Background: an optimization exercise with open tools, aiming at small area and a short achievable clock period. Do not read the settings as production practice.
Only simulation tests tie the RTL to the original design; equivalence was not proved.
The flow treats the clock pin as an ideal source, which a real chip does not have.
Power and IR drop assume default switching activity.

## job 7855
==> flow/design.v <==
module regread_bit(s, r, o);
	input [7:0] s, r;
	output o;
	assign o = ~(~((s[0]&r[0]) | (s[1]&r[1]) | (s[2]&r[2]))
	           & ~((s[3]&r[3]) | (s[4]&r[4]) | (s[5]&r[5]))
	           & ~((s[6]&r[6]) | (s[7]&r[7])));
endmodule
module ALU(A,B,datapath_in,asel,bsel,shift,ALUop,ALUout,status);
	input [15:0] A,B,datapath_in;
	input asel,bsel;
	input [1:0] shift,ALUop;
	output [15:0] ALUout;
	output status;
	wire cN = ~bsel & ~shift[1] & ~shift[0];
	wire cL = ~bsel & ~shift[1] &  shift[0];
	wire cR = ~bsel &  shift[1];
	wire cS = ~bsel &  shift[1] &  shift[0];
	wire [15:0] Bl = {B[14:0],1'b0};
	wire [15:0] Br = {B[15]&cS,B[15:1]};
	wire [15:0] Bd = {11'd0,datapath_in[4:0]};
	wire [15:0] bin = ({16{cN}} & B) | ({16{cL}} & Bl) | ({16{cR}} & Br) | ({16{bsel}} & Bd);
	wire [15:0] ain = A & {16{~asel}};
	wire sub = ~ALUop[1] & ALUop[0];
	wire [15:0] bb = bin ^ {16{sub}};
	wire [15:0] p = ain ^ bb;
	wire [15:0] g = ain & bb;
	wire [15:0] k = ain | bb;
	wire [15:0] G0 = {g[15:1], g[0] | (p[0] & sub)};
	wire [15:0] G1,P1,G2,P2,G3,P3,G4;
	genvar i;
	generate for (i=0;i<16;i=i+1) begin : sk
		if (i%2==1) begin
			assign G1[i] = G0[i] | (p[i] & G0[i-1]);
			assign P1[i] = p[i] & p[i-1];
		end else begin
			assign G1[i] = G0[i]; assign P1[i] = p[i];
		end
		if (i%4>=2) begin
			assign G2[i] = G1[i] | (P1[i] & G1[(i/4)*4+1]);
			assign P2[i] = P1[i] & P1[(i/4)*4+1];
		end else begin
			assign G2[i] = G1[i]; assign P2[i] = P1[i];
		end
		if (i%8>=4) begin
			assign G3[i] = G2[i] | (P2[i] & G2[(i/8)*8+3]);
			assign P3[i] = P2[i] & P2[(i/8)*8+3];
		end else begin
			assign G3[i] = G2[i]; assign P3[i] = P2[i];
		end
		if (i>=8) assign G4[i] = G3[i] | (P3[i] & G3[7]);
		else assign G4[i] = G3[i];
	end endgenerate
	wire [15:0] cy = {G4[14:0], sub};
	wire [15:0] sum = p ^ cy;
	wire [15:0] lg = ALUop[0] ? ~bb : g;
	assign ALUout = ALUop[1] ? lg : sum;
	wire [15:0] kk = {k[14:0], sub};
	wire [15:0] zb = ALUop[1] ? ~lg : ~(p ^ kk);
	assign status = &zb;
endmodule
module datapath(clk,readnum,vsel,loada,loadb,shift,asel,bsel,ALUop,loadc,loads,writenum,write,datapath_in,status,datapath_out);
	input [2:0] readnum,writenum;
	input clk,vsel,loada,loadb,asel,bsel,loadc,loads,write;
	input [1:0] shift,ALUop;
	input [15:0] datapath_in;
	output status;
	output [15:0] datapath_out;
	reg [15:0] R0,R1,R2,R3,R4,R5,R6,R7;
	reg [15:0] A,B,C;
	reg S;
	assign datapath_out = C;
	assign status = S;
	wire [15:0] wd = vsel ? datapath_in : C;
	always @(posedge clk) begin
		if (write && writenum==3'd0) R0 <= wd;
		if (write && writenum==3'd1) R1 <= wd;
		if (write && writenum==3'd2) R2 <= wd;
		if (write && writenum==3'd3) R3 <= wd;
		if (write && writenum==3'd4) R4 <= wd;
		if (write && writenum==3'd5) R5 <= wd;
		if (write && writenum==3'd6) R6 <= wd;
		if (write && writenum==3'd7) R7 <= wd;
	end
	wire [7:0] rs = 8'd1 << readnum;
	wire [15:0] rd;
	genvar j;
	generate for (j=0;j<16;j=j+1) begin : rdbit
		regread_bit rb(rs, {R7[j],R6[j],R5[j],R4[j],R3[j],R2[j],R1[j],R0[j]}, rd[j]);
	end endgenerate
	always @(posedge clk) begin
		if (loada) A <= rd;
		if (loadb) B <= rd;
	end
	wire [15:0] alu_out;
	wire alu_zero;
	ALU alu(A,B,datapath_in,asel,bsel,shift,ALUop,alu_out,alu_zero);
	always @(posedge clk) begin
		if (loadc) C <= alu_out;
		if (loads) S <= alu_zero;
	end
endmodule
export LEC_CHECK = 0
export CAP_MARGIN = 20
export CORE_MARGIN = 2
export CORE_UTILIZATION = 55
export SETUP_SLACK_MARGIN = 2.5
export SLEW_MARGIN = 20
create_clock -name core_clock -period 5.0 [get_ports {clk}]
standard.sh (not shown) runs the stock make flow with config.mk's settings and CLKGATE_MAP_FILE= SYNTH_SCRIPT=/design/flow/synth_recipe.tcl, a recipe that flattens the netlist after the stock synthesis.
==> flow/flow/run.sh <==
#!/bin/bash
# Layout flow: the standard.sh (the standard ORFS flow) with these changes:
#  - synthesis: the same ORFS synthesis script, except that the ALU and the register
#    file read slices are kept as modules during technology mapping and each module is
#    mapped with its own ABC script (my_abc.tcl); afterwards the design is flattened and
#    renamed exactly as synth_recipe.tcl does. The flip-flops (names and cell types) are
#    checked against the standard synthesis; if they differ the standard synthesis
#    is used instead.
#  - half/full adder cells are kept out (their outputs are slow),
#  - port buffers are plain buf cells (buffer_ports otherwise picks slow delay cells),
#  - timing repair may resize a cell to one of another footprint,
#  - a smaller clock tree (knobs.sh),
#  - area recovery after the CTS and the global-route timing repairs (post_cts.tcl,
#    post_grt.tcl, downsize.tcl).
# Each step's full log is under orfs/logs; the make output goes to flow_*.log here.
set -euo pipefail
W=$PWD
source flow/knobs.sh
PLATFORM_DONT_USE=$(make -s -C "$FLOW_HOME" DESIGN_CONFIG="$W/config.mk" WORK_HOME="$W/orfs" print-DONT_USE_CELLS | sed -n 's/^DONT_USE_CELLS: //p')
EXTRA_DONT_USE="sky130_fd_sc_hd__ha_1 sky130_fd_sc_hd__ha_2 sky130_fd_sc_hd__ha_4 sky130_fd_sc_hd__fa_1 sky130_fd_sc_hd__fa_2 sky130_fd_sc_hd__fa_4"
ARGS=(MATCH_CELL_FOOTPRINT=0 "DONT_USE_CELLS=$PLATFORM_DONT_USE $EXTRA_DONT_USE" "CTS_ARGS=$CTS")
export BUFFER_PORTS_ARGS="-buffer_cell $PORT_BUF"
export FLOW_DIR_OWN=$W/flow POST_CTS_TCL=$W/flow/post_cts.tcl POST_GLOBAL_ROUTE_TCL=$W/flow/post_grt.tcl DS_GUARD DS_PARASITICS=-global_routing

# 1. the standard synthesis, kept for the flip-flop comparison
bash standard.sh "${ARGS[@]}" synth > flow_ref_synth.log 2>&1
RES=orfs/results/sky130hd/datapath/base
cp $RES/1_2_yosys.v ref_synth.v
rm -rf orfs

# 2. the per-module-mapped synthesis
sed -e "s#^\(\s*\)log_cmd abc {\*}\$abc_args#\1my_abc \$abc_args#" "$FLOW_HOME/scripts/synth.tcl" > my_synth.tcl
grep -q "my_abc \$abc_args" my_synth.tcl
{ echo "source $W/flow/my_abc.tcl"; sed -e "s#source \$::env(SCRIPTS_DIR)/synth.tcl#source $W/my_synth.tcl#" synth_recipe.tcl; } > my_synth_recipe.tcl
grep -q "source $W/my_synth.tcl" my_synth_recipe.tcl
sed -e "s#SYNTH_SCRIPT=[^ ]*#SYNTH_SCRIPT=$W/my_synth_recipe.tcl#" standard.sh > my_standard.sh
export MY_ABC_MODULES="ALU $W/flow/abc_alu.script regread_bit $W/flow/abc_rest.script datapath $W/flow/abc_rest.script"
bash my_standard.sh "${ARGS[@]}" "SYNTH_KEEP_MODULES=ALU regread_bit" synth > flow_synth.log 2>&1

ffs() { grep -oE "sky130_fd_sc_hd__[a-z0-9_]*df[a-z0-9_]* +[^ ]+" "$1" | sort; }
if [[ "$(ffs ref_synth.v)" != "$(ffs $RES/1_2_yosys.v)" ]]; then
  echo "flip-flops differ from the standard synthesis; using it" > synth_fallback.txt
  rm -rf orfs
  bash standard.sh "${ARGS[@]}" synth > flow_synth.log 2>&1
fi

# 3. the rest of the flow
bash my_standard.sh "${ARGS[@]}" "SYNTH_KEEP_MODULES=ALU regread_bit" finish > flow_standard.log 2>&1
==> flow/flow/abc_alu.script <==
strash
dch
map -B 0.9
topo
stime -c
buffer -c
upsize -c
dnsize -c
==> flow/flow/post_cts.tcl <==
# After the CTS-stage timing repair: area recovery (downsize.tcl) with placement
# parasitics, then the placement is legalized again.
source $::env(FLOW_DIR_OWN)/downsize.tcl
set ::env(DS_PARASITICS) -placement
downsize $::env(DS_GUARD)
set ::env(DS_PARASITICS) -global_routing
detailed_placement
estimate_parasitics -placement
report_worst_slack -max
Other scripts of this flow, unchanged in this note and not shown: flow/flow/abc_rest.script, flow/flow/downsize.tcl, flow/flow/knobs.sh, flow/flow/my_abc.tcl, flow/flow/post_grt.tcl
Changes in job 5617 relative to job 7855:
--- a/flow/flow/run.sh
+++ b/flow/flow/run.sh
@@ -13,2 +13 @@
-#  - area recovery after the CTS and the global-route timing repairs (post_cts.tcl,
-#    post_grt.tcl, downsize.tcl).
+#  - area recovery after the global-route timing repair (post_grt.tcl, downsize.tcl).
@@ -23 +22 @@
-export FLOW_DIR_OWN=$W/flow POST_CTS_TCL=$W/flow/post_cts.tcl POST_GLOBAL_ROUTE_TCL=$W/flow/post_grt.tcl DS_GUARD DS_PARASITICS=-global_routing
+export FLOW_DIR_OWN=$W/flow POST_GLOBAL_ROUTE_TCL=$W/flow/post_grt.tcl DS_GUARD DS_PARASITICS=-global_routing
--- a/flow/flow/abc_alu.script
+++ b/flow/flow/abc_alu.script
@@ -1,0 +2 @@
+balance
--- a/flow/config.mk
+++ b/flow/config.mk
@@ -10 +10 @@
-export CORE_UTILIZATION = 55
+export CORE_UTILIZATION = 50
removed: flow/flow/post_cts.tcl
Notes after the runs:
The flow did not stop early for job 5617: all stages ran, and the layout cleared the timing, design-rule and antenna checks.
Part of the total power dissipated in sequential elements: job 5617 < job 7855
Job 5617 vs. job 7855: total power climbed 1.6%, width of the die shows an increase of 4.9%, final critical-path required period moved up, post-synthesis to final-layout area growth rose 2.9 points.
Relative to job 5617, the following input files were edited for job 194:
--- a/flow/flow/abc_alu.script
+++ b/flow/flow/abc_alu.script
@@ -2 +1,0 @@
-balance
--- a/flow/config.mk
+++ b/flow/config.mk
@@ -10 +10 @@
-export CORE_UTILIZATION = 50
+export CORE_UTILIZATION = 55
--- outcome ---
Job 194 vs job 5617 — routed metal-1 wire length dropped by a little under 10%. Against job 5617, the final cell area of job 194 is lower. Per the comparison of job 194 with job 5617, smallest setup slack after layout has increased, distinct cell type count after synthesis has increased, critical path depth has increased, area occupied by multi-input gates has decreased. The number of DRC markers after the initial detailed-route iteration reported for job 194 is smaller than that of job 5617 by 12%. Power went down slightly going from job 5617 to job 194. Wire: job 194 routes less than job 5617. Looking at final hold slack across job 194 and job 5617, the one that comes out lower is job 194. Largest stage delay on the critical path (lower): job 194.
## Diff of input files: job 9163 against job 194
--- a/flow/config.mk
+++ b/flow/config.mk
@@ -10,2 +10,2 @@
-export CORE_UTILIZATION = 55
-export SETUP_SLACK_MARGIN = 2.5
+export CORE_UTILIZATION = 50
+export SETUP_SLACK_MARGIN = 2.8
## What came out
Buffer count excluding the clock tree in the final layout is higher on job 9163
Comparing job 9163 and job 194, part of the total power dissipated in the clock network is higher on job 194.
Job 9163 has less setup slack than job 194.
Looking at row count across job 9163 and job 194, the one that comes out higher is job 9163.
In job 9163 the area growth from synthesis to layout turned out 3.7 points higher than in job 194.
The run with more routed wire is job 9163, not job 194.
The core of job 9163 is less densely filled than that of job 194.
Summary — combinational power, job 9163 relative to job 194: higher, by 11%.
Worst hold slack ends up higher on job 9163.
Summary of the comparison: met3 track demand over resource is higher in job 9163, relative to job 194.
Count of cell instances traversed by the critical path ends up higher on job 9163.
diff inputs: job 9163 => job 5924
--- a/flow/config.mk
+++ b/flow/config.mk
@@ -10,2 +10,2 @@
-export CORE_UTILIZATION = 50
-export SETUP_SLACK_MARGIN = 2.8
+export CORE_UTILIZATION = 45
+export SETUP_SLACK_MARGIN = 2.5
==> run notes <==
- Compared with job 9163, in job 5924 met1 routing resource usage after global routing went down; total power did not really move; post-route worst setup slack went down.

RTL: the design.v shown in full above, as it stands there.
clock: 5.0 ns
lec_check: 0
cap_margin: 20
core_margin: 2
core_utilization: 50
setup_slack_margin: 2.5
slew_margin: 20
==> flow/flow/run.sh <==
#!/bin/bash
# Layout flow: the standard.sh (the standard ORFS flow) with these changes:
#  - synthesis: the same ORFS synthesis script, except that the ALU and the register
#    file read slices are kept as modules during technology mapping and each module is
#    mapped with its own ABC script (my_abc.tcl); afterwards the design is flattened and
#    renamed exactly as synth_recipe.tcl does. The flip-flops (names and cell types) are
#    checked against the standard synthesis; if they differ the standard synthesis
#    is used instead.
#  - half/full adder cells are kept out (their outputs are slow),
#  - port buffers are plain buf cells (buffer_ports otherwise picks slow delay cells),
#  - timing repair may resize a cell to one of another footprint,
#  - a smaller clock tree (knobs.sh).
# Each step's full log is under orfs/logs; the make output goes to flow_*.log here.
set -euo pipefail
W=$PWD
source flow/knobs.sh
PLATFORM_DONT_USE=$(make -s -C "$FLOW_HOME" DESIGN_CONFIG="$W/config.mk" WORK_HOME="$W/orfs" print-DONT_USE_CELLS | sed -n 's/^DONT_USE_CELLS: //p')
EXTRA_DONT_USE="sky130_fd_sc_hd__ha_1 sky130_fd_sc_hd__ha_2 sky130_fd_sc_hd__ha_4 sky130_fd_sc_hd__fa_1 sky130_fd_sc_hd__fa_2 sky130_fd_sc_hd__fa_4"
ARGS=(MATCH_CELL_FOOTPRINT=0 "DONT_USE_CELLS=$PLATFORM_DONT_USE $EXTRA_DONT_USE" "CTS_ARGS=$CTS")
export BUFFER_PORTS_ARGS="-buffer_cell $PORT_BUF"
export POST_GLOBAL_PLACE_TCL=$W/flow/ctrl_bufs.tcl
export CTRL_BUF

# 1. the standard synthesis, kept for the flip-flop comparison
bash standard.sh "${ARGS[@]}" synth > flow_ref_synth.log 2>&1
RES=orfs/results/sky130hd/datapath/base
cp $RES/1_2_yosys.v ref_synth.v
rm -rf orfs

# 2. the per-module-mapped synthesis
sed -e "s#^\(\s*\)log_cmd abc {\*}\$abc_args#\1my_abc \$abc_args#" "$FLOW_HOME/scripts/synth.tcl" > my_synth.tcl
grep -q "my_abc \$abc_args" my_synth.tcl
{ echo "source $W/flow/my_abc.tcl"; sed -e "s#source \$::env(SCRIPTS_DIR)/synth.tcl#source $W/my_synth.tcl#" synth_recipe.tcl; } > my_synth_recipe.tcl
grep -q "source $W/my_synth.tcl" my_synth_recipe.tcl
sed -e "s#SYNTH_SCRIPT=[^ ]*#SYNTH_SCRIPT=$W/my_synth_recipe.tcl#" standard.sh > my_standard.sh
export MY_ABC_MODULES="ALU $W/flow/abc_alu.script regread_bit $W/flow/abc_rest.script datapath $W/flow/abc_rest.script"
bash my_standard.sh "${ARGS[@]}" "SYNTH_KEEP_MODULES=ALU regread_bit" synth > flow_synth.log 2>&1

ffs() { grep -oE "sky130_fd_sc_hd__[a-z0-9_]*df[a-z0-9_]* +[^ ]+" "$1" | sort; }
if [[ "$(ffs ref_synth.v)" != "$(ffs $RES/1_2_yosys.v)" ]]; then
  echo "flip-flops differ from the standard synthesis; using it" > synth_fallback.txt
  rm -rf orfs
  bash standard.sh "${ARGS[@]}" synth > flow_synth.log 2>&1
fi

# 3. the rest of the flow
bash my_standard.sh "${ARGS[@]}" "SYNTH_KEEP_MODULES=ALU regread_bit" finish > flow_standard.log 2>&1
==> flow/flow/abc_alu.script <==
strash
dch
map -B 0.9
topo
stime -c
buffer -c
upsize -c
dnsize -c
==> flow/flow/ctrl_bufs.tcl <==
# After global placement: the ALU's control inputs each fan out to every bit, so
# their port buffers get a strong drive from the start (timing repair sizes the rest).
foreach port {asel bsel {shift[0]} {shift[1]} {ALUop[0]} {ALUop[1]}} {
  set net [get_nets -of_objects [get_ports $port]]
  foreach pin [get_pins -of_objects $net -filter "direction == input"] {
    set inst [get_cells -of_objects $pin]
    puts "ctrl_bufs: [get_full_name $inst] -> $::env(CTRL_BUF)"
    replace_cell $inst $::env(CTRL_BUF)
  }
}
==> flow/flow/knobs.sh <==
PORT_BUF=sky130_fd_sc_hd__buf_2
CTS="-sink_clustering_enable -repair_clock_nets -dont_use_dummy_load -buf_list {sky130_fd_sc_hd__clkbuf_4 sky130_fd_sc_hd__clkbuf_8} -sink_clustering_size 20 -sink_clustering_max_diameter 60"
CTRL_BUF=sky130_fd_sc_hd__buf_8
Other scripts of this flow, unchanged in this note and not shown: flow/flow/abc_rest.script, flow/flow/my_abc.tcl
The starting point did not get past 3_3_place_gp with STA-0100.
Change:
==> flow/flow/ctrl_bufs.tcl (replaced) <==
# After global placement: the ALU's control inputs each fan out to every bit, so
# their port buffers get a strong drive from the start (timing repair sizes the rest).
set block [ord::get_db_block]
foreach port {asel bsel {shift[0]} {shift[1]} {ALUop[0]} {ALUop[1]}} {
  set net [[$block findBTerm $port] getNet]
  foreach iterm [$net getITerms] {
    set inst [$iterm getInst]
    puts "ctrl_bufs: [$inst getName] ([[$inst getMaster] getName]) -> $::env(CTRL_BUF)"
    replace_cell [$inst getName] $::env(CTRL_BUF)
  }
}
- SETUP_SLACK_MARGIN: 2.5 -> 3.0
=> With this change the flow went through all stages and came out clean; synthesized area stays the same; synthesized cell count stays the same.
Change:
--- a/flow/flow/run.sh
+++ b/flow/flow/run.sh
@@ -19,6 +19,4 @@
 ARGS=(MATCH_CELL_FOOTPRINT=0 "DONT_USE_CELLS=$PLATFORM_DONT_USE $EXTRA_DONT_USE" "CTS_ARGS=$CTS")
 export BUFFER_PORTS_ARGS="-buffer_cell $PORT_BUF"
-export POST_GLOBAL_PLACE_TCL=$W/flow/ctrl_bufs.tcl
-export CTRL_BUF
 
 # 1. the standard synthesis, kept for the flip-flop comparison
==> flow/flow/knobs.sh (replaced) <==
PORT_BUF=sky130_fd_sc_hd__buf_1
CTS="-sink_clustering_enable -repair_clock_nets -dont_use_dummy_load -buf_list {sky130_fd_sc_hd__clkbuf_4 sky130_fd_sc_hd__clkbuf_8} -sink_clustering_size 20 -sink_clustering_max_diameter 60"
- SETUP_SLACK_MARGIN: 3.0 -> 2.5
removed: flow/flow/ctrl_bufs.tcl
Synthesized cell count is unchanged.
Die area stays the same.
Via count fell by 1.1%.
Sequential cell count does not change.
Change:
--- a/flow/flow/run.sh
+++ b/flow/flow/run.sh
@@ -19,4 +19,6 @@
 ARGS=(MATCH_CELL_FOOTPRINT=0 "DONT_USE_CELLS=$PLATFORM_DONT_USE $EXTRA_DONT_USE" "CTS_ARGS=$CTS")
 export BUFFER_PORTS_ARGS="-buffer_cell $PORT_BUF"
+export POST_GLOBAL_PLACE_TCL=$W/flow/ctrl_bufs.tcl
+export CTRL_BUF
 
 # 1. the standard synthesis, kept for the flip-flop comparison
==> flow/flow/ctrl_bufs.tcl (new file) <==
# After global placement: the ALU's control inputs each fan out to every bit, so
# their port buffers get a strong drive from the start (timing repair sizes the rest).
foreach port {asel bsel {shift[0]} {shift[1]} {ALUop[0]} {ALUop[1]}} {
  set net [get_nets -of_objects [get_ports $port]]
  foreach pin [get_pins -of_objects $net -filter "direction == input"] {
    set inst [get_cells -of_objects $pin]
    puts "ctrl_bufs: [get_full_name $inst] -> $::env(CTRL_BUF)"
    replace_cell $inst $::env(CTRL_BUF)
  }
}
==> flow/flow/knobs.sh (replaced) <==
PORT_BUF=sky130_fd_sc_hd__buf_2
CTS="-sink_clustering_enable -repair_clock_nets -dont_use_dummy_load -buf_list {sky130_fd_sc_hd__clkbuf_4 sky130_fd_sc_hd__clkbuf_8} -sink_clustering_size 20 -sink_clustering_max_diameter 60"
CTRL_BUF=sky130_fd_sc_hd__buf_8
- SETUP_SLACK_MARGIN: 2.5 -> 3.0
- This time the run ended with an error in 3_3_place_gp, error STA-0100
- synthesized area is unchanged
- synthesized cell count does not change
Change:
--- a/flow/flow/run.sh
+++ b/flow/flow/run.sh
@@ -19,6 +19,4 @@
 ARGS=(MATCH_CELL_FOOTPRINT=0 "DONT_USE_CELLS=$PLATFORM_DONT_USE $EXTRA_DONT_USE" "CTS_ARGS=$CTS")
 export BUFFER_PORTS_ARGS="-buffer_cell $PORT_BUF"
-export POST_GLOBAL_PLACE_TCL=$W/flow/ctrl_bufs.tcl
-export CTRL_BUF
 
 # 1. the standard synthesis, kept for the flip-flop comparison
==> flow/flow/abc_alu.script (replaced) <==
&get -n
&st
&dch
&nf
&st
&syn2
&if -g -K 6
&synch2
&nf
&st
&syn2
&if -g -K 6
&synch2
&nf
&st
&syn2
&if -g -K 6
&synch2
&nf
&st
&syn2
&if -g -K 6
&synch2
&nf
&st
&syn2
&if -g -K 6
&synch2
&nf
&put
buffer -c
topo
stime -c
upsize -c
dnsize -c
==> flow/flow/knobs.sh (replaced) <==
PORT_BUF=sky130_fd_sc_hd__buf_2
CTS="-sink_clustering_enable -repair_clock_nets -dont_use_dummy_load -buf_list {sky130_fd_sc_hd__clkbuf_4 sky130_fd_sc_hd__clkbuf_8} -sink_clustering_size 20 -sink_clustering_max_diameter 60"
- SETUP_SLACK_MARGIN: 3.0 -> 2.5
removed: flow/flow/ctrl_bufs.tcl
=> This time the run went through all stages and came out clean; synthesized area came out higher by 14%; synthesized cell count came out higher by 9.4%.
Change:
--- a/flow/flow/run.sh
+++ b/flow/flow/run.sh
@@ -19,4 +19,6 @@
 ARGS=(MATCH_CELL_FOOTPRINT=0 "DONT_USE_CELLS=$PLATFORM_DONT_USE $EXTRA_DONT_USE" "CTS_ARGS=$CTS")
 export BUFFER_PORTS_ARGS="-buffer_cell $PORT_BUF"
+export POST_GLOBAL_PLACE_TCL=$W/flow/ctrl_bufs.tcl
+export CTRL_BUF
 
 # 1. the standard synthesis, kept for the flip-flop comparison
==> flow/flow/abc_alu.script (replaced) <==
strash
dch
map -B 0.9
topo
stime -c
buffer -c
upsize -c
dnsize -c
==> flow/flow/ctrl_bufs.tcl (new file) <==
# After global placement: the ALU's control inputs each fan out to every bit, so
# their port buffers get a strong drive from the start (timing repair sizes the rest).
set block [ord::get_db_block]
foreach port {asel bsel {shift[0]} {shift[1]} {ALUop[0]} {ALUop[1]}} {
  set net [[$block findBTerm $port] getNet]
  foreach iterm [$net getITerms] {
    set inst [$iterm getInst]
    puts "ctrl_bufs: [$inst getName] ([[$inst getMaster] getName]) -> $::env(CTRL_BUF)"
    replace_cell [$inst getName] $::env(CTRL_BUF)
  }
}
==> flow/flow/knobs.sh (replaced) <==
PORT_BUF=sky130_fd_sc_hd__buf_2
CTS="-sink_clustering_enable -repair_clock_nets -dont_use_dummy_load -buf_list {sky130_fd_sc_hd__clkbuf_4 sky130_fd_sc_hd__clkbuf_8} -sink_clustering_size 20 -sink_clustering_max_diameter 60"
CTRL_BUF=sky130_fd_sc_hd__buf_8
What happened: The changed run ran to the end with no violations; setup slack gets better by 950 ps; cell count shrinks by 6.2%; routed wire length decreases by 20%; register-to-register slack gets better by 1100 ps; core utilization came out lower by 0.65 points; cell area goes down by about 13%.

[separate check: timing with driven ports]
No port has a modelled driver above. Below, the same layouts with a new extraction and two added sets of constraints. Step 1 (the two cells are an assumption about what drives the block):
set clk [get_ports {clk}]
set_driving_cell -lib_cell sky130_fd_sc_hd__clkbuf_16 $clk
set_driving_cell -lib_cell sky130_fd_sc_hd__buf_2 [delete_from_list [all_inputs] $clk]
Step 2 also shifts input and output timing later by t, the mid clock arrival at the registers, as if the neighbouring blocks saw the same clock. Three values: ideal ports, drivers, drivers and shift; two values: the first two.
| run | t (ns) | setup slack, ns | worst setup path after step 2 |
|---|---|---|---|
| job 7855 | 0.479 | 2.410 / 2.408 / 1.929 | input to register |
| job 5617 | 0.465 | 2.335 / 2.337 / 1.873 | input to register |
| job 194 | 0.480 | 2.427 / 2.409 / 1.929 | input to register |
| job 9163 | 0.470 | 2.363 / 2.335 / 1.865 | input to register |
| job 5924 | 0.472 | 2.347 / 2.324 / 1.852 | input to register |
| the second run of note 2 | 0.482 | 2.399 / 2.374 / 1.892 | input to register |
| the third run of note 2 | 0.467 | 2.279 / 2.282 / 1.816 | input to register |
| the fifth run of note 2 | 0.476 | 1.453 / 1.409 / 0.934 | input to register |
| the sixth run of note 2 | 0.480 | 2.407 / 2.384 / 1.904 | input to register |
After both steps setup and hold are still met in every run listed. The setup slack of the fifth run of note 2, which loses most, moves by -0.044 ns with the drivers and by -0.519 ns with both steps.
